From an optimization exercise on the open Yosys and OpenROAD flow, aimed at small area, a short achievable clock period and few clock cycles per item; shortcuts taken in it are not production practice.
Function was not checked in any run shown here: the RTL went through the layout flow alone.
Power and IR drop assume default switching activity.

==> flow/design.v, too long to show whole: its modules and the start of the top module <==
// module booth_multiplier: 2183 lines
module booth_multiplier #(
  parameter MUL_WIDTH = 32
) (
  input                        clk,
  input                        rst_n,
  input                        start,
  input                        sign,
  input      [  MUL_WIDTH-1:0] data_in1,
  input      [  MUL_WIDTH-1:0] data_in2,
  output     [2*MUL_WIDTH-1:0] data_out,
  output reg                   ready
);
  // ...
==> flow/flow/run.sh <==
#!/bin/bash
# Own layout flow: the standard layout (standard.sh) with two changes.
#  1. Synthesis: Yosys's synth is also given -noabc, which drops the generic
#     "abc -fast" pass that runs before ORFS's full-adder extraction, so
#     extract_fa sees the design's full adders as written and maps them
#     without polarity inverters around the adder cells.  fsm and share are
#     still skipped, the design is flattened and renamed the same way, and ABC
#     still maps the remaining logic after adder extraction.
#  2. Port buffers: every input and output port still gets a buffer, but a
#     plain sky130_fd_sc_hd__buf_2 instead of the slow clkdlybuf4s50_1 that
#     buffer_ports picks by default.
# Each tool's output goes to flow.log here and to ORFS's own logs under orfs/logs.
set -euo pipefail
sed 's/yosys synth -nofsm -noshare /yosys synth -nofsm -noshare -noabc /' synth_recipe.tcl > own_synth.tcl
grep -q -- '-noabc' own_synth.tcl
sed -e 's#synth_recipe\.tcl#own_synth.tcl#g' \
    -e "s#CLKGATE_MAP_FILE= #CLKGATE_MAP_FILE= 'BUFFER_PORTS_ARGS=-buffer_cell sky130_fd_sc_hd__buf_2' #" \
    standard.sh > own_standard.sh
grep -q 'own_synth\.tcl' own_standard.sh
grep -q 'BUFFER_PORTS_ARGS' own_standard.sh
bash own_standard.sh > flow.log 2>&1
==> flow/standard.sh <==
#!/bin/bash
# synth_recipe.tcl (not shown) runs the flow's synth.tcl, then flattens the netlist and writes it again
# the make line also repeats each setting of config.mk as NAME=value (left out here)
make -C /OpenROAD-flow-scripts/flow DESIGN_CONFIG=/design/flow/config.mk WORK_HOME=/design/flow/orfs CLKGATE_MAP_FILE= SYNTH_SCRIPT=/design/flow/synth_recipe.tcl "${@:-finish}"
==> flow/config.mk <==
export PLATFORM = sky130hd
export DESIGN_NAME = booth_multiplier
export DESIGN_NICKNAME = booth_multiplier
export VERILOG_FILES = /design/flow/design.v
export SDC_FILE = /design/flow/constraint.sdc
export NUM_CORES = 4
export LEC_CHECK = 0
export CAP_MARGIN = 20
export CORE_MARGIN = 2
export CORE_UTILIZATION = 55
export SETUP_SLACK_MARGIN = 0.6
export SLEW_MARGIN = 20
==> flow/constraint.sdc <==
create_clock -name core_clock -period 5.0 [get_ports {clk}]
set_input_delay 1.0000 -clock core_clock [delete_from_list [all_inputs] [get_ports {clk}]]
set_output_delay 1.0000 -clock core_clock [all_outputs]
set_load 0.01 [all_outputs]
==> impl_metrics.yaml, run 1 <==
floorplan:
  start_util: 0.556
  nWellTaps: 468
run:
  maxCapViolCount: 0
logic_synthesis:
  avgSynthCellArea_um2: 11.3
  syn_area_um2: 20200
  synth.mux.area_fraction: 0.0234
  post-synth-top-area-cell: "fa_1"
  synth_edf_count: 117
  synth_compound_area_frac: 0.147
  synthAdderAreaFrac: 0.346
  yosys.area_share.simple: 0.0524
drt:
  ant_nets: 0
  route.met3.wl_um: 4740
  dr_wl_met2_um: 32800
  via_count: 15200
  drt-wirelength-per-cell_um: 28.2
  dr.pass1.iters: 6
sta:
  period_share: 0.895
  hold_viol_final: 0
  drv_slew: 0
global_route:
  top_usage_layer: "met2"
  grt.met1_usage: 0.416
  met3_usage: 0.0595
  gr-total-overflow: 0
  grt_max_degree: 58
finish:
  largest_reg_flops: 50
  design_area_um2: 23400
  nMultiInputCombCells: 1413
  diodes: 0
  utilization: 0.643
outcome:
  outcome: "finished clean"
pwr:
  power_frac_clock: 0.083
  vdd_drop_max_mv: 0.850
  power-top-group: "combinational logic"
worst_setup_path:
  r2r_start: "idle_r"
placement:
  gp_congestion: 0.926
  place_area_um2: 22000
clock_tree:
  cts.sinks: 177
  cts_setup_buffers: 7
==> inputs of run 2 (changes only) <==
--- a/flow/design.v
+++ b/flow/design.v
@@ -1576,579 +1576,17 @@
   assign t0[60] = 1'b0;
   assign t1[60] = 1'b0;
   assign t0[61] = 1'b0;
   assign t1[61] = 1'b0;
   assign t0[62] = 1'b0;
   assign t1[62] = 1'b0;
   assign t0[63] = 1'b0;
   assign t1[63] = 1'b0;
-  wire [45:0] oa = r0[45:0];
-  wire [45:0] ob = r1[45:0];
-  wire [45:0] og0 = oa & ob;
-  wire [45:0] op0 = oa ^ ob;
-  wire [45:0] og1, op1;
-  assign og1[0] = og0[0];
-  assign op1[0] = op0[0];
-  assign og1[1] = og0[1] | (op0[1] & og0[0]);
-  assign op1[1] = op0[1] & op0[0];
-  assign og1[2] = og0[2];
-  assign op1[2] = op0[2];
-  assign og1[3] = og0[3] | (op0[3] & og0[2]);
-  assign op1[3] = op0[3] & op0[2];
-  assign og1[4] = og0[4];
-  assign op1[4] = op0[4];
-  assign og1[5] = og0[5] | (op0[5] & og0[4]);
-  assign op1[5] = op0[5] & op0[4];
-  assign og1[6] = og0[6];
-  assign op1[6] = op0[6];
-  assign og1[7] = og0[7] | (op0[7] & og0[6]);
-  assign op1[7] = op0[7] & op0[6];
-  assign og1[8] = og0[8];
-  assign op1[8] = op0[8];
-  assign og1[9] = og0[9] | (op0[9] & og0[8]);
-  assign op1[9] = op0[9] & op0[8];
-  assign og1[10] = og0[10];
-  assign op1[10] = op0[10];
-  assign og1[11] = og0[11] | (op0[11] & og0[10]);
-  assign op1[11] = op0[11] & op0[10];
-  assign og1[12] = og0[12];
-  assign op1[12] = op0[12];
-  assign og1[13] = og0[13] | (op0[13] & og0[12]);
-  assign op1[13] = op0[13] & op0[12];
-  assign og1[14] = og0[14];
-  assign op1[14] = op0[14];
-  assign og1[15] = og0[15] | (op0[15] & og0[14]);
-  assign op1[15] = op0[15] & op0[14];
-  assign og1[16] = og0[16];
-  assign op1[16] = op0[16];
-  assign og1[17] = og0[17] | (op0[17] & og0[16]);
-  assign op1[17] = op0[17] & op0[16];
-  assign og1[18] = og0[18];
-  assign op1[18] = op0[18];
-  assign og1[19] = og0[19] | (op0[19] & og0[18]);
-  assign op1[19] = op0[19] & op0[18];
-  assign og1[20] = og0[20];
-  assign op1[20] = op0[20];
-  assign og1[21] = og0[21] | (op0[21] & og0[20]);
-  assign op1[21] = op0[21] & op0[20];
-  assign og1[22] = og0[22];
-  assign op1[22] = op0[22];
-  assign og1[23] = og0[23] | (op0[23] & og0[22]);
-  assign op1[23] = op0[23] & op0[22];
-  assign og1[24] = og0[24];
-  assign op1[24] = op0[24];
-  assign og1[25] = og0[25] | (op0[25] & og0[24]);
-  assign op1[25] = op0[25] & op0[24];
-  assign og1[26] = og0[26];
-  assign op1[26] = op0[26];
-  assign og1[27] = og0[27] | (op0[27] & og0[26]);
-  assign op1[27] = op0[27] & op0[26];
-  assign og1[28] = og0[28];
-  assign op1[28] = op0[28];
-  assign og1[29] = og0[29] | (op0[29] & og0[28]);
-  assign op1[29] = op0[29] & op0[28];
-  assign og1[30] = og0[30];
-  assign op1[30] = op0[30];
-  assign og1[31] = og0[31] | (op0[31] & og0[30]);
-  assign op1[31] = op0[31] & op0[30];
-  assign og1[32] = og0[32];
-  assign op1[32] = op0[32];
-  assign og1[33] = og0[33] | (op0[33] & og0[32]);
-  assign op1[33] = op0[33] & op0[32];
-  assign og1[34] = og0[34];
-  assign op1[34] = op0[34];
-  assign og1[35] = og0[35] | (op0[35] & og0[34]);
-  assign op1[35] = op0[35] & op0[34];
-  assign og1[36] = og0[36];
-  assign op1[36] = op0[36];
-  assign og1[37] = og0[37] | (op0[37] & og0[36]);
-  assign op1[37] = op0[37] & op0[36];
-  assign og1[38] = og0[38];
-  assign op1[38] = op0[38];
-  assign og1[39] = og0[39] | (op0[39] & og0[38]);
-  assign op1[39] = op0[39] & op0[38];
-  assign og1[40] = og0[40];
-  assign op1[40] = op0[40];
-  assign og1[41] = og0[41] | (op0[41] & og0[40]);
-  assign op1[41] = op0[41] & op0[40];
-  assign og1[42] = og0[42];
-  assign op1[42] = op0[42];
-  assign og1[43] = og0[43] | (op0[43] & og0[42]);
-  assign op1[43] = op0[43] & op0[42];
-  assign og1[44] = og0[44];
-  assign op1[44] = op0[44];
-  assign og1[45] = og0[45] | (op0[45] & og0[44]);
-  assign op1[45] = op0[45] & op0[44];
-  wire [45:0] og2, op2;
-  assign og2[0] = og1[0];
-  assign op2[0] = op1[0];
-  assign og2[1] = og1[1];
-  assign op2[1] = op1[1];
-  assign og2[2] = og1[2] | (op1[2] & og1[1]);
-  assign op2[2] = op1[2] & op1[1];
-  assign og2[3] = og1[3] | (op1[3] & og1[1]);
-  assign op2[3] = op1[3] & op1[1];
-  assign og2[4] = og1[4];
-  assign op2[4] = op1[4];
-  assign og2[5] = og1[5];
-  assign op2[5] = op1[5];
-  assign og2[6] = og1[6] | (op1[6] & og1[5]);
-  assign op2[6] = op1[6] & op1[5];
-  assign og2[7] = og1[7] | (op1[7] & og1[5]);
-  assign op2[7] = op1[7] & op1[5];
-  assign og2[8] = og1[8];
-  assign op2[8] = op1[8];
-  assign og2[9] = og1[9];
-  assign op2[9] = op1[9];
-  assign og2[10] = og1[10] | (op1[10] & og1[9]);
-  assign op2[10] = op1[10] & op1[9];
-  assign og2[11] = og1[11] | (op1[11] & og1[9]);
-  assign op2[11] = op1[11] & op1[9];
-  assign og2[12] = og1[12];
-  assign op2[12] = op1[12];
-  assign og2[13] = og1[13];
-  assign op2[13] = op1[13];
-  assign og2[14] = og1[14] | (op1[14] & og1[13]);
-  assign op2[14] = op1[14] & op1[13];
-  assign og2[15] = og1[15] | (op1[15] & og1[13]);
-  assign op2[15] = op1[15] & op1[13];
-  assign og2[16] = og1[16];
-  assign op2[16] = op1[16];
-  assign og2[17] = og1[17];
-  assign op2[17] = op1[17];
-  assign og2[18] = og1[18] | (op1[18] & og1[17]);
-  assign op2[18] = op1[18] & op1[17];
-  assign og2[19] = og1[19] | (op1[19] & og1[17]);
-  assign op2[19] = op1[19] & op1[17];
-  assign og2[20] = og1[20];
-  assign op2[20] = op1[20];
-  assign og2[21] = og1[21];
-  assign op2[21] = op1[21];
-  assign og2[22] = og1[22] | (op1[22] & og1[21]);
-  assign op2[22] = op1[22] & op1[21];
-  assign og2[23] = og1[23] | (op1[23] & og1[21]);
-  assign op2[23] = op1[23] & op1[21];
-  assign og2[24] = og1[24];
-  assign op2[24] = op1[24];
-  assign og2[25] = og1[25];
-  assign op2[25] = op1[25];
-  assign og2[26] = og1[26] | (op1[26] & og1[25]);
-  assign op2[26] = op1[26] & op1[25];
-  assign og2[27] = og1[27] | (op1[27] & og1[25]);
-  assign op2[27] = op1[27] & op1[25];
-  assign og2[28] = og1[28];
-  assign op2[28] = op1[28];
-  assign og2[29] = og1[29];
-  assign op2[29] = op1[29];
-  assign og2[30] = og1[30] | (op1[30] & og1[29]);
-  assign op2[30] = op1[30] & op1[29];
-  assign og2[31] = og1[31] | (op1[31] & og1[29]);
-  assign op2[31] = op1[31] & op1[29];
-  assign og2[32] = og1[32];
-  assign op2[32] = op1[32];
-  assign og2[33] = og1[33];
-  assign op2[33] = op1[33];
-  assign og2[34] = og1[34] | (op1[34] & og1[33]);
-  assign op2[34] = op1[34] & op1[33];
-  assign og2[35] = og1[35] | (op1[35] & og1[33]);
-  assign op2[35] = op1[35] & op1[33];
-  assign og2[36] = og1[36];
-  assign op2[36] = op1[36];
-  assign og2[37] = og1[37];
-  assign op2[37] = op1[37];
-  assign og2[38] = og1[38] | (op1[38] & og1[37]);
-  assign op2[38] = op1[38] & op1[37];
-  assign og2[39] = og1[39] | (op1[39] & og1[37]);
-  assign op2[39] = op1[39] & op1[37];
-  assign og2[40] = og1[40];
-  assign op2[40] = op1[40];
-  assign og2[41] = og1[41];
-  assign op2[41] = op1[41];
-  assign og2[42] = og1[42] | (op1[42] & og1[41]);
-  assign op2[42] = op1[42] & op1[41];
-  assign og2[43] = og1[43] | (op1[43] & og1[41]);
-  assign op2[43] = op1[43] & op1[41];
-  assign og2[44] = og1[44];
-  assign op2[44] = op1[44];
-  assign og2[45] = og1[45];
-  assign op2[45] = op1[45];
-  wire [45:0] og3, op3;
-  assign og3[0] = og2[0];
-  assign op3[0] = op2[0];
-  assign og3[1] = og2[1];
-  assign op3[1] = op2[1];
-  assign og3[2] = og2[2];
-  assign op3[2] = op2[2];
-  assign og3[3] = og2[3];
-  assign op3[3] = op2[3];
-  assign og3[4] = og2[4] | (op2[4] & og2[3]);
-  assign op3[4] = op2[4] & op2[3];
-  assign og3[5] = og2[5] | (op2[5] & og2[3]);
-  assign op3[5] = op2[5] & op2[3];
-  assign og3[6] = og2[6] | (op2[6] & og2[3]);
-  assign op3[6] = op2[6] & op2[3];
-  assign og3[7] = og2[7] | (op2[7] & og2[3]);
-  assign op3[7] = op2[7] & op2[3];
-  assign og3[8] = og2[8];
-  assign op3[8] = op2[8];
-  assign og3[9] = og2[9];
-  assign op3[9] = op2[9];
-  assign og3[10] = og2[10];
-  assign op3[10] = op2[10];
-  assign og3[11] = og2[11];
-  assign op3[11] = op2[11];
-  assign og3[12] = og2[12] | (op2[12] & og2[11]);
-  assign op3[12] = op2[12] & op2[11];
-  assign og3[13] = og2[13] | (op2[13] & og2[11]);
-  assign op3[13] = op2[13] & op2[11];
-  assign og3[14] = og2[14] | (op2[14] & og2[11]);
-  assign op3[14] = op2[14] & op2[11];
-  assign og3[15] = og2[15] | (op2[15] & og2[11]);
-  assign op3[15] = op2[15] & op2[11];
-  assign og3[16] = og2[16];
-  assign op3[16] = op2[16];
-  assign og3[17] = og2[17];
-  assign op3[17] = op2[17];
-  assign og3[18] = og2[18];
-  assign op3[18] = op2[18];
-  assign og3[19] = og2[19];
-  assign op3[19] = op2[19];
-  assign og3[20] = og2[20] | (op2[20] & og2[19]);
-  assign op3[20] = op2[20] & op2[19];
-  assign og3[21] = og2[21] | (op2[21] & og2[19]);
-  assign op3[21] = op2[21] & op2[19];
-  assign og3[22] = og2[22] | (op2[22] & og2[19]);
-  assign op3[22] = op2[22] & op2[19];
-  assign og3[23] = og2[23] | (op2[23] & og2[19]);
-  assign op3[23] = op2[23] & op2[19];
-  assign og3[24] = og2[24];
-  assign op3[24] = op2[24];
-  assign og3[25] = og2[25];
-  assign op3[25] = op2[25];
-  assign og3[26] = og2[26];
-  assign op3[26] = op2[26];
-  assign og3[27] = og2[27];
-  assign op3[27] = op2[27];
-  assign og3[28] = og2[28] | (op2[28] & og2[27]);
-  assign op3[28] = op2[28] & op2[27];
-  assign og3[29] = og2[29] | (op2[29] & og2[27]);
-  assign op3[29] = op2[29] & op2[27];
-  assign og3[30] = og2[30] | (op2[30] & og2[27]);
-  assign op3[30] = op2[30] & op2[27];
-  assign og3[31] = og2[31] | (op2[31] & og2[27]);
-  assign op3[31] = op2[31] & op2[27];
-  assign og3[32] = og2[32];
-  assign op3[32] = op2[32];
-  assign og3[33] = og2[33];
-  assign op3[33] = op2[33];
-  assign og3[34] = og2[34];
-  assign op3[34] = op2[34];
-  assign og3[35] = og2[35];
-  assign op3[35] = op2[35];
-  assign og3[36] = og2[36] | (op2[36] & og2[35]);
-  assign op3[36] = op2[36] & op2[35];
-  assign og3[37] = og2[37] | (op2[37] & og2[35]);
-  assign op3[37] = op2[37] & op2[35];
-  assign og3[38] = og2[38] | (op2[38] & og2[35]);
-  assign op3[38] = op2[38] & op2[35];
-  assign og3[39] = og2[39] | (op2[39] & og2[35]);
-  assign op3[39] = op2[39] & op2[35];
-  assign og3[40] = og2[40];
-  assign op3[40] = op2[40];
-  assign og3[41] = og2[41];
-  assign op3[41] = op2[41];
-  assign og3[42] = og2[42];
-  assign op3[42] = op2[42];
-  assign og3[43] = og2[43];
-  assign op3[43] = op2[43];
-  assign og3[44] = og2[44] | (op2[44] & og2[43]);
-  assign op3[44] = op2[44] & op2[43];
-  assign og3[45] = og2[45] | (op2[45] & og2[43]);
-  assign op3[45] = op2[45] & op2[43];
-  wire [45:0] og4, op4;
-  assign og4[0] = og3[0];
-  assign op4[0] = op3[0];
-  assign og4[1] = og3[1];
-  assign op4[1] = op3[1];
-  assign og4[2] = og3[2];
-  assign op4[2] = op3[2];
-  assign og4[3] = og3[3];
-  assign op4[3] = op3[3];
-  assign og4[4] = og3[4];
-  assign op4[4] = op3[4];
-  assign og4[5] = og3[5];
-  assign op4[5] = op3[5];
-  assign og4[6] = og3[6];
-  assign op4[6] = op3[6];
-  assign og4[7] = og3[7];
-  assign op4[7] = op3[7];
-  assign og4[8] = og3[8] | (op3[8] & og3[7]);
-  assign op4[8] = op3[8] & op3[7];
-  assign og4[9] = og3[9] | (op3[9] & og3[7]);
-  assign op4[9] = op3[9] & op3[7];
-  assign og4[10] = og3[10] | (op3[10] & og3[7]);
-  assign op4[10] = op3[10] & op3[7];
-  assign og4[11] = og3[11] | (op3[11] & og3[7]);
-  assign op4[11] = op3[11] & op3[7];
-  assign og4[12] = og3[12] | (op3[12] & og3[7]);
-  assign op4[12] = op3[12] & op3[7];
-  assign og4[13] = og3[13] | (op3[13] & og3[7]);
-  assign op4[13] = op3[13] & op3[7];
-  assign og4[14] = og3[14] | (op3[14] & og3[7]);
-  assign op4[14] = op3[14] & op3[7];
-  assign og4[15] = og3[15] | (op3[15] & og3[7]);
-  assign op4[15] = op3[15] & op3[7];
-  assign og4[16] = og3[16];
-  assign op4[16] = op3[16];
-  assign og4[17] = og3[17];
-  assign op4[17] = op3[17];
-  assign og4[18] = og3[18];
-  assign op4[18] = op3[18];
-  assign og4[19] = og3[19];
-  assign op4[19] = op3[19];
-  assign og4[20] = og3[20];
-  assign op4[20] = op3[20];
-  assign og4[21] = og3[21];
-  assign op4[21] = op3[21];
-  assign og4[22] = og3[22];
-  assign op4[22] = op3[22];
-  assign og4[23] = og3[23];
-  assign op4[23] = op3[23];
-  assign og4[24] = og3[24] | (op3[24] & og3[23]);
-  assign op4[24] = op3[24] & op3[23];
-  assign og4[25] = og3[25] | (op3[25] & og3[23]);
-  assign op4[25] = op3[25] & op3[23];
-  assign og4[26] = og3[26] | (op3[26] & og3[23]);
-  assign op4[26] = op3[26] & op3[23];
-  assign og4[27] = og3[27] | (op3[27] & og3[23]);
-  assign op4[27] = op3[27] & op3[23];
-  assign og4[28] = og3[28] | (op3[28] & og3[23]);
-  assign op4[28] = op3[28] & op3[23];
-  assign og4[29] = og3[29] | (op3[29] & og3[23]);
-  assign op4[29] = op3[29] & op3[23];
-  assign og4[30] = og3[30] | (op3[30] & og3[23]);
-  assign op4[30] = op3[30] & op3[23];
-  assign og4[31] = og3[31] | (op3[31] & og3[23]);
-  assign op4[31] = op3[31] & op3[23];
-  assign og4[32] = og3[32];
-  assign op4[32] = op3[32];
-  assign og4[33] = og3[33];
-  assign op4[33] = op3[33];
-  assign og4[34] = og3[34];
-  assign op4[34] = op3[34];
-  assign og4[35] = og3[35];
-  assign op4[35] = op3[35];
-  assign og4[36] = og3[36];
-  assign op4[36] = op3[36];
-  assign og4[37] = og3[37];
-  assign op4[37] = op3[37];
-  assign og4[38] = og3[38];
-  assign op4[38] = op3[38];
-  assign og4[39] = og3[39];
-  assign op4[39] = op3[39];
-  assign og4[40] = og3[40] | (op3[40] & og3[39]);
-  assign op4[40] = op3[40] & op3[39];
-  assign og4[41] = og3[41] | (op3[41] & og3[39]);
-  assign op4[41] = op3[41] & op3[39];
-  assign og4[42] = og3[42] | (op3[42] & og3[39]);
-  assign op4[42] = op3[42] & op3[39];
-  assign og4[43] = og3[43] | (op3[43] & og3[39]);
-  assign op4[43] = op3[43] & op3[39];
-  assign og4[44] = og3[44] | (op3[44] & og3[39]);
-  assign op4[44] = op3[44] & op3[39];
-  assign og4[45] = og3[45] | (op3[45] & og3[39]);
-  assign op4[45] = op3[45] & op3[39];
-  wire [45:0] og5, op5;
-  assign og5[0] = og4[0];
-  assign op5[0] = op4[0];
-  assign og5[1] = og4[1];
-  assign op5[1] = op4[1];
-  assign og5[2] = og4[2];
-  assign op5[2] = op4[2];
-  assign og5[3] = og4[3];
-  assign op5[3] = op4[3];
-  assign og5[4] = og4[4];
-  assign op5[4] = op4[4];
-  assign og5[5] = og4[5];
-  assign op5[5] = op4[5];
-  assign og5[6] = og4[6];
-  assign op5[6] = op4[6];
-  assign og5[7] = og4[7];
-  assign op5[7] = op4[7];
-  assign og5[8] = og4[8];
-  assign op5[8] = op4[8];
-  assign og5[9] = og4[9];
-  assign op5[9] = op4[9];
-  assign og5[10] = og4[10];
-  assign op5[10] = op4[10];
-  assign og5[11] = og4[11];
-  assign op5[11] = op4[11];
-  assign og5[12] = og4[12];
-  assign op5[12] = op4[12];
-  assign og5[13] = og4[13];
-  assign op5[13] = op4[13];
-  assign og5[14] = og4[14];
-  assign op5[14] = op4[14];
-  assign og5[15] = og4[15];
-  assign op5[15] = op4[15];
-  assign og5[16] = og4[16] | (op4[16] & og4[15]);
-  assign op5[16] = op4[16] & op4[15];
-  assign og5[17] = og4[17] | (op4[17] & og4[15]);
-  assign op5[17] = op4[17] & op4[15];
-  assign og5[18] = og4[18] | (op4[18] & og4[15]);
-  assign op5[18] = op4[18] & op4[15];
-  assign og5[19] = og4[19] | (op4[19] & og4[15]);
-  assign op5[19] = op4[19] & op4[15];
-  assign og5[20] = og4[20] | (op4[20] & og4[15]);
-  assign op5[20] = op4[20] & op4[15];
-  assign og5[21] = og4[21] | (op4[21] & og4[15]);
-  assign op5[21] = op4[21] & op4[15];
-  assign og5[22] = og4[22] | (op4[22] & og4[15]);
-  assign op5[22] = op4[22] & op4[15];
-  assign og5[23] = og4[23] | (op4[23] & og4[15]);
-  assign op5[23] = op4[23] & op4[15];
-  assign og5[24] = og4[24] | (op4[24] & og4[15]);
-  assign op5[24] = op4[24] & op4[15];
-  assign og5[25] = og4[25] | (op4[25] & og4[15]);
-  assign op5[25] = op4[25] & op4[15];
-  assign og5[26] = og4[26] | (op4[26] & og4[15]);
-  assign op5[26] = op4[26] & op4[15];
-  assign og5[27] = og4[27] | (op4[27] & og4[15]);
-  assign op5[27] = op4[27] & op4[15];
-  assign og5[28] = og4[28] | (op4[28] & og4[15]);
-  assign op5[28] = op4[28] & op4[15];
-  assign og5[29] = og4[29] | (op4[29] & og4[15]);
-  assign op5[29] = op4[29] & op4[15];
-  assign og5[30] = og4[30] | (op4[30] & og4[15]);
-  assign op5[30] = op4[30] & op4[15];
-  assign og5[31] = og4[31] | (op4[31] & og4[15]);
-  assign op5[31] = op4[31] & op4[15];
-  assign og5[32] = og4[32];
-  assign op5[32] = op4[32];
-  assign og5[33] = og4[33];
-  assign op5[33] = op4[33];
-  assign og5[34] = og4[34];
-  assign op5[34] = op4[34];
-  assign og5[35] = og4[35];
-  assign op5[35] = op4[35];
-  assign og5[36] = og4[36];
-  assign op5[36] = op4[36];
-  assign og5[37] = og4[37];
-  assign op5[37] = op4[37];
-  assign og5[38] = og4[38];
-  assign op5[38] = op4[38];
-  assign og5[39] = og4[39];
-  assign op5[39] = op4[39];
-  assign og5[40] = og4[40];
-  assign op5[40] = op4[40];
-  assign og5[41] = og4[41];
-  assign op5[41] = op4[41];
-  assign og5[42] = og4[42];
-  assign op5[42] = op4[42];
-  assign og5[43] = og4[43];
-  assign op5[43] = op4[43];
-  assign og5[44] = og4[44];
-  assign op5[44] = op4[44];
-  assign og5[45] = og4[45];
-  assign op5[45] = op4[45];
-  wire [45:0] og6, op6;
-  assign og6[0] = og5[0];
-  assign op6[0] = op5[0];
-  assign og6[1] = og5[1];
-  assign op6[1] = op5[1];
-  assign og6[2] = og5[2];
-  assign op6[2] = op5[2];
-  assign og6[3] = og5[3];
-  assign op6[3] = op5[3];
-  assign og6[4] = og5[4];
-  assign op6[4] = op5[4];
-  assign og6[5] = og5[5];
-  assign op6[5] = op5[5];
-  assign og6[6] = og5[6];
-  assign op6[6] = op5[6];
-  assign og6[7] = og5[7];
-  assign op6[7] = op5[7];
-  assign og6[8] = og5[8];
-  assign op6[8] = op5[8];
-  assign og6[9] = og5[9];
-  assign op6[9] = op5[9];
-  assign og6[10] = og5[10];
-  assign op6[10] = op5[10];
-  assign og6[11] = og5[11];
-  assign op6[11] = op5[11];
-  assign og6[12] = og5[12];
-  assign op6[12] = op5[12];
-  assign og6[13] = og5[13];
-  assign op6[13] = op5[13];
-  assign og6[14] = og5[14];
-  assign op6[14] = op5[14];
-  assign og6[15] = og5[15];
-  assign op6[15] = op5[15];
-  assign og6[16] = og5[16];
-  assign op6[16] = op5[16];
-  assign og6[17] = og5[17];
-  assign op6[17] = op5[17];
-  assign og6[18] = og5[18];
-  assign op6[18] = op5[18];
-  assign og6[19] = og5[19];
-  assign op6[19] = op5[19];
-  assign og6[20] = og5[20];
-  assign op6[20] = op5[20];
-  assign og6[21] = og5[21];
-  assign op6[21] = op5[21];
-  assign og6[22] = og5[22];
-  assign op6[22] = op5[22];
-  assign og6[23] = og5[23];
-  assign op6[23] = op5[23];
-  assign og6[24] = og5[24];
-  assign op6[24] = op5[24];
-  assign og6[25] = og5[25];
-  assign op6[25] = op5[25];
-  assign og6[26] = og5[26];
-  assign op6[26] = op5[26];
-  assign og6[27] = og5[27];
-  assign op6[27] = op5[27];
-  assign og6[28] = og5[28];
-  assign op6[28] = op5[28];
-  assign og6[29] = og5[29];
-  assign op6[29] = op5[29];
-  assign og6[30] = og5[30];
-  assign op6[30] = op5[30];
-  assign og6[31] = og5[31];
-  assign op6[31] = op5[31];
-  assign og6[32] = og5[32] | (op5[32] & og5[31]);
-  assign op6[32] = op5[32] & op5[31];
-  assign og6[33] = og5[33] | (op5[33] & og5[31]);
-  assign op6[33] = op5[33] & op5[31];
-  assign og6[34] = og5[34] | (op5[34] & og5[31]);
-  assign op6[34] = op5[34] & op5[31];
-  assign og6[35] = og5[35] | (op5[35] & og5[31]);
-  assign op6[35] = op5[35] & op5[31];
-  assign og6[36] = og5[36] | (op5[36] & og5[31]);
-  assign op6[36] = op5[36] & op5[31];
-  assign og6[37] = og5[37] | (op5[37] & og5[31]);
-  assign op6[37] = op5[37] & op5[31];
-  assign og6[38] = og5[38] | (op5[38] & og5[31]);
-  assign op6[38] = op5[38] & op5[31];
-  assign og6[39] = og5[39] | (op5[39] & og5[31]);
-  assign op6[39] = op5[39] & op5[31];
-  assign og6[40] = og5[40] | (op5[40] & og5[31]);
-  assign op6[40] = op5[40] & op5[31];
-  assign og6[41] = og5[41] | (op5[41] & og5[31]);
-  assign op6[41] = op5[41] & op5[31];
-  assign og6[42] = og5[42] | (op5[42] & og5[31]);
-  assign op6[42] = op5[42] & op5[31];
-  assign og6[43] = og5[43] | (op5[43] & og5[31]);
-  assign op6[43] = op5[43] & op5[31];
-  assign og6[44] = og5[44] | (op5[44] & og5[31]);
-  assign op6[44] = op5[44] & op5[31];
-  assign og6[45] = og5[45] | (op5[45] & og5[31]);
-  assign op6[45] = op5[45] & op5[31];
-  assign data_out = {op0 ^ {og6[44:0], 1'b0}, lo_r};
+  assign data_out = {r0[45:0] + r1[45:0], lo_r};
   always @(posedge clk) begin
     a_r <= a_in;
     negb_r[0] <= negb[0];
     negb_r[1] <= negb[1];
     negb_r[2] <= negb[2];
     negb_r[3] <= negb[3];
     negb_r[4] <= negb[4];
     negb_r[5] <= negb[5];
==> run 2 against run 1 <==
- register-to-register slack barely moved
- sequential power is essentially flat
- non-clock buffer count is 11 lower
- via count is 5.0% higher
==> impl_metrics.yaml, run 2 <==
clock_tree:
  cts_hold_buf: 0
  clk_latency_ns: 0.47
  cts.sinks: 177
  clkTransAtPathRegs_ns: 0.08
  htreeDepth: 4
  cts_buffer_depth: 2
  cts_tree: "done"
  cts-buffers-inserted: 17
  root_buffer: "clkbuf_16"
sta:
  fmax_ghz: 0.228
  period_share: 0.877
  drv_slew: 0
  skew_ns: 0.0152
  holdWs_ns: 0.444
  tns_ns: 0
  post-route-min-period_ns: 4.39
  hold_viol_final: 0
  setup_viol: 0
  slew_headroom: 0.448
  grt_setup_unrepaired: "yes"
  worst_pin_slew_ns: 0.828
worst_setup_path:
  required_ns: 4.00
  critPathArrivalTime_ns: 3.39
  setup.worst_path.start_class: "flip-flop"
  worstPathMaxFanout: 4
  r2r_cells: 9
  end_kind: "output port"
  critical_path_class: "flip-flop to output port"
worst_hold_path:
  hold_path_depth: 1
  hold_path_class: "flip-flop to flip-flop"
global_route:
  grtUsageTotal: 0.354
  grt_pass1_vias: 16100
  antenna_found_initial: 2
  gr-total-overflow: 0
  grt_max_degree: 75
  grt_pass1_wl_um: 102000
logic_synthesis:
  synth_nets: 2342
  synth_edf_count: 117
  synth_most_common_cell: "xnor2_1"
  synth_cell_types: 60
  syn_area_um2: 20800
  syn_inst: 1900
  ys_dominant_reg_cell: "edfxtp_1"
  yosysWarnings: 1
  synth_common_cells: "xnor2_1, fa_1, a22oi_1"
  yosys_register_bits: 177
  post-synth-top-area-cell: "fa_1"
  synthArstFlopShare: 0
  avgSynthCellArea_um2: 10.9
  yosys-top-cells-area: "fa_1, edfxtp_1, xnor2_1"
  synth_top_cell_area_share: 0.286
  ys_seq_area_frac: 0.227
floorplan:
  die_h_um: 198
  fp.dieArea_um2: 39300
  rows: 71
  dieWidth_um: 198
  boundaryPins: 133
  core_um2: 37400
  start_util: 0.555
drt:
  drc: 0
  ant_nets: 0
  routed_via_density: 6.37
  drt-wirelength-per-cell_um: 27.0
  via_count: 16000
  routed_wl_um: 67800
  drt_iter0_drc: 1726
  dr.pass1.iters: 7
pwr:
  p_leak_nw: 8.97
  power_frac_seq: 0.184
  vdd_drop_max_mv: 0.344
  power_density_nw_per_um2: 797
  p_int_mw: 9.86
  swShare: 0.469
  combPwrFrac: 0.745
  power_frac_clock: 0.072
  power_mw: 18.6
  p_switching_mw: 8.72
placement:
  post-dp-hpwl_um: 49100
  gp_congestion: 0.930
  portBuffers: 132
finish:
  most-common-layout-cells: "xnor2_1, fa_1, a22oi_1"
  final_common_cell: "xnor2_1"
  largest_reg_flops: 50
  areaGrowthSynthToFinish_pct: 12.3
  largest_register: "r0"
  reg.largest.list: "r0 x50, r1 x49, a_r x33"
  drive_above_1_share: 0.197
  nets: 2422
run:
  maxCapViolCount: 0
outcome:
  outcome: "finished clean"
-- run 2: cell count changes after synthesis, sizes merged, moves of 6 or more --
cell / delta
buf: +17
nand3: +6
xnor2: -9
clkbuf: +6
o21a: -7
nor2b: +6
a21oi: +31
nand2: +26
o21ai: +21
-- run 2: path summary, 6_finish.rpt --
kind / to / slack, ns / start
min: idle_a0 / 0.44 / idle_a0
min reg2reg: idle_a0 / 0.44 / idle_a0
max: data_out[40] / 0.61 / r0[0]
max reg2reg: r1[19] / 0.71 / idle_g
-- run 2: kinds of logic (layout without fill, tap and decap cells) --
logic type	after synthesis	count (layout)	synth area share
AO/OA/AOI/OAI	469	469	0.161
other	0	1	0
buffers and inverters	224	317	0.0452
adder cells (fa/ha/maj)	374	374	0.333
multiplexers	43	43	0.0228
flip-flops	177	177	0.227
XOR/XNOR	364	364	0.154
AND/OR/NAND/NOR	249	249	0.0579
-- run 2: timing repair --
item                                    in CTS  in global routing
endpoints found under the hold margin        0                  0
pin swaps                                    4                 10
gates resized for setup                      4                 38
endpoints found under the setup margin      11                 43
buffers inserted                             3                 10
cloned                                       0                  2
-- run 2: power groups by stage --
stage | sequential (mW) | clock, mW | combinational [mW]
2_1_floorplan | 3.24 | 0 | 9.31
6_report | 3.41 | 1.33 | 13.8
4_1_cts | 3.37 | 1.36 | 13.4
3_5_place_dp | 3.40 | 0 | 13.3
5_1_grt | 3.45 | 1.40 | 15.3
3_3_place_gp | 3.39 | 0 | 12.8
-- run 2: worst max-delay path, stage by stage, from the launching register on --
cell and delay (ns):
edfxtp_1 0.42, ha_4 0.19, fa_2 0.39, a21oi_2 0.19
o21ai_2 0.10, a21oi_4 0.17, o31ai_4 0.10, a21o_1 0.17
a21o_1 0.20, a221o_1 0.35, a221oi_2 0.31, xnor2_1 0.16
buf_2 0.16
-- run 2: final cells by class --
| type | instances | area, um^2 |
|---|---|---|
| tap | 511 | 639 |
| antenna | 1 | 2.50 |
| clock buffer | 18 | 429 |
| multi-input combinational | 1499 | 15500 |
| inverter | 62 | 244 |
| fill | 3098 | 14100 |
| sequential | 177 | 4720 |
| clock inverter | 14 | 126 |
| timing repair buffer | 223 | 1670 |
-- run 2: per-stage QoR --
stage	cells	setup slack [ns]	utilization	area, um^2
2_1_floorplan	1900	0.437	-	21000
3_3_place_gp	2456	0.173	0.598	22400
3_5_place_dp	2456	0.161	0.598	22400
4_1_cts	2491	0.569	0.614	23000
5_1_grt	2504	0.531	0.623	23300
6_report	2505	0.614	0.623	23300
-- run 2: per-layer routing --
metal / up-vias / global-route usage / wire length (um)
li1: 6773 / - / -
met2: 999 / 0.523 / 29900
met4: 4 / 0.120 / 1890
met5: - / 0 / 27
met1: 8055 / 0.498 / 27500
met3: 126 / 0.106 / 8400

==> re-timing with driven ports <==
Ports are ideal in the flow. The routed layouts listed here were re-timed in OpenROAD. Step 1 sets driving cells, clkbuf_16 on the clock port and buf_2 on the other inputs (assumed; they add their load-dependent delay and slew). Step 2, shift: input delay + t, output delay - t, t = (earliest + latest rising clock arrival at the registers) / 2. This alone moves slack from input paths to output paths. Slacks: ideal / step 1 / step 2; pairs: ideal / step 1.
| run | t, ns | setup WS [ns] | hold slack, ns | worst register clock-pin slew, ns |
|---|---|---|---|---|
| run 1 | 0.520 | 0.527 / 0.546 / 0.026 | 0.433 / 0.433 / 0.433 | 0.08 / 0.08 |
| run 2 | 0.520 | 0.614 / 0.559 / 0.176 | 0.444 / 0.444 / 0.444 | 0.08 / 0.08 |
After both steps setup and hold are still met in every run listed. The setup slack of run 1, which loses most, moves by +0.019 ns with the drivers and by -0.501 ns with both steps.
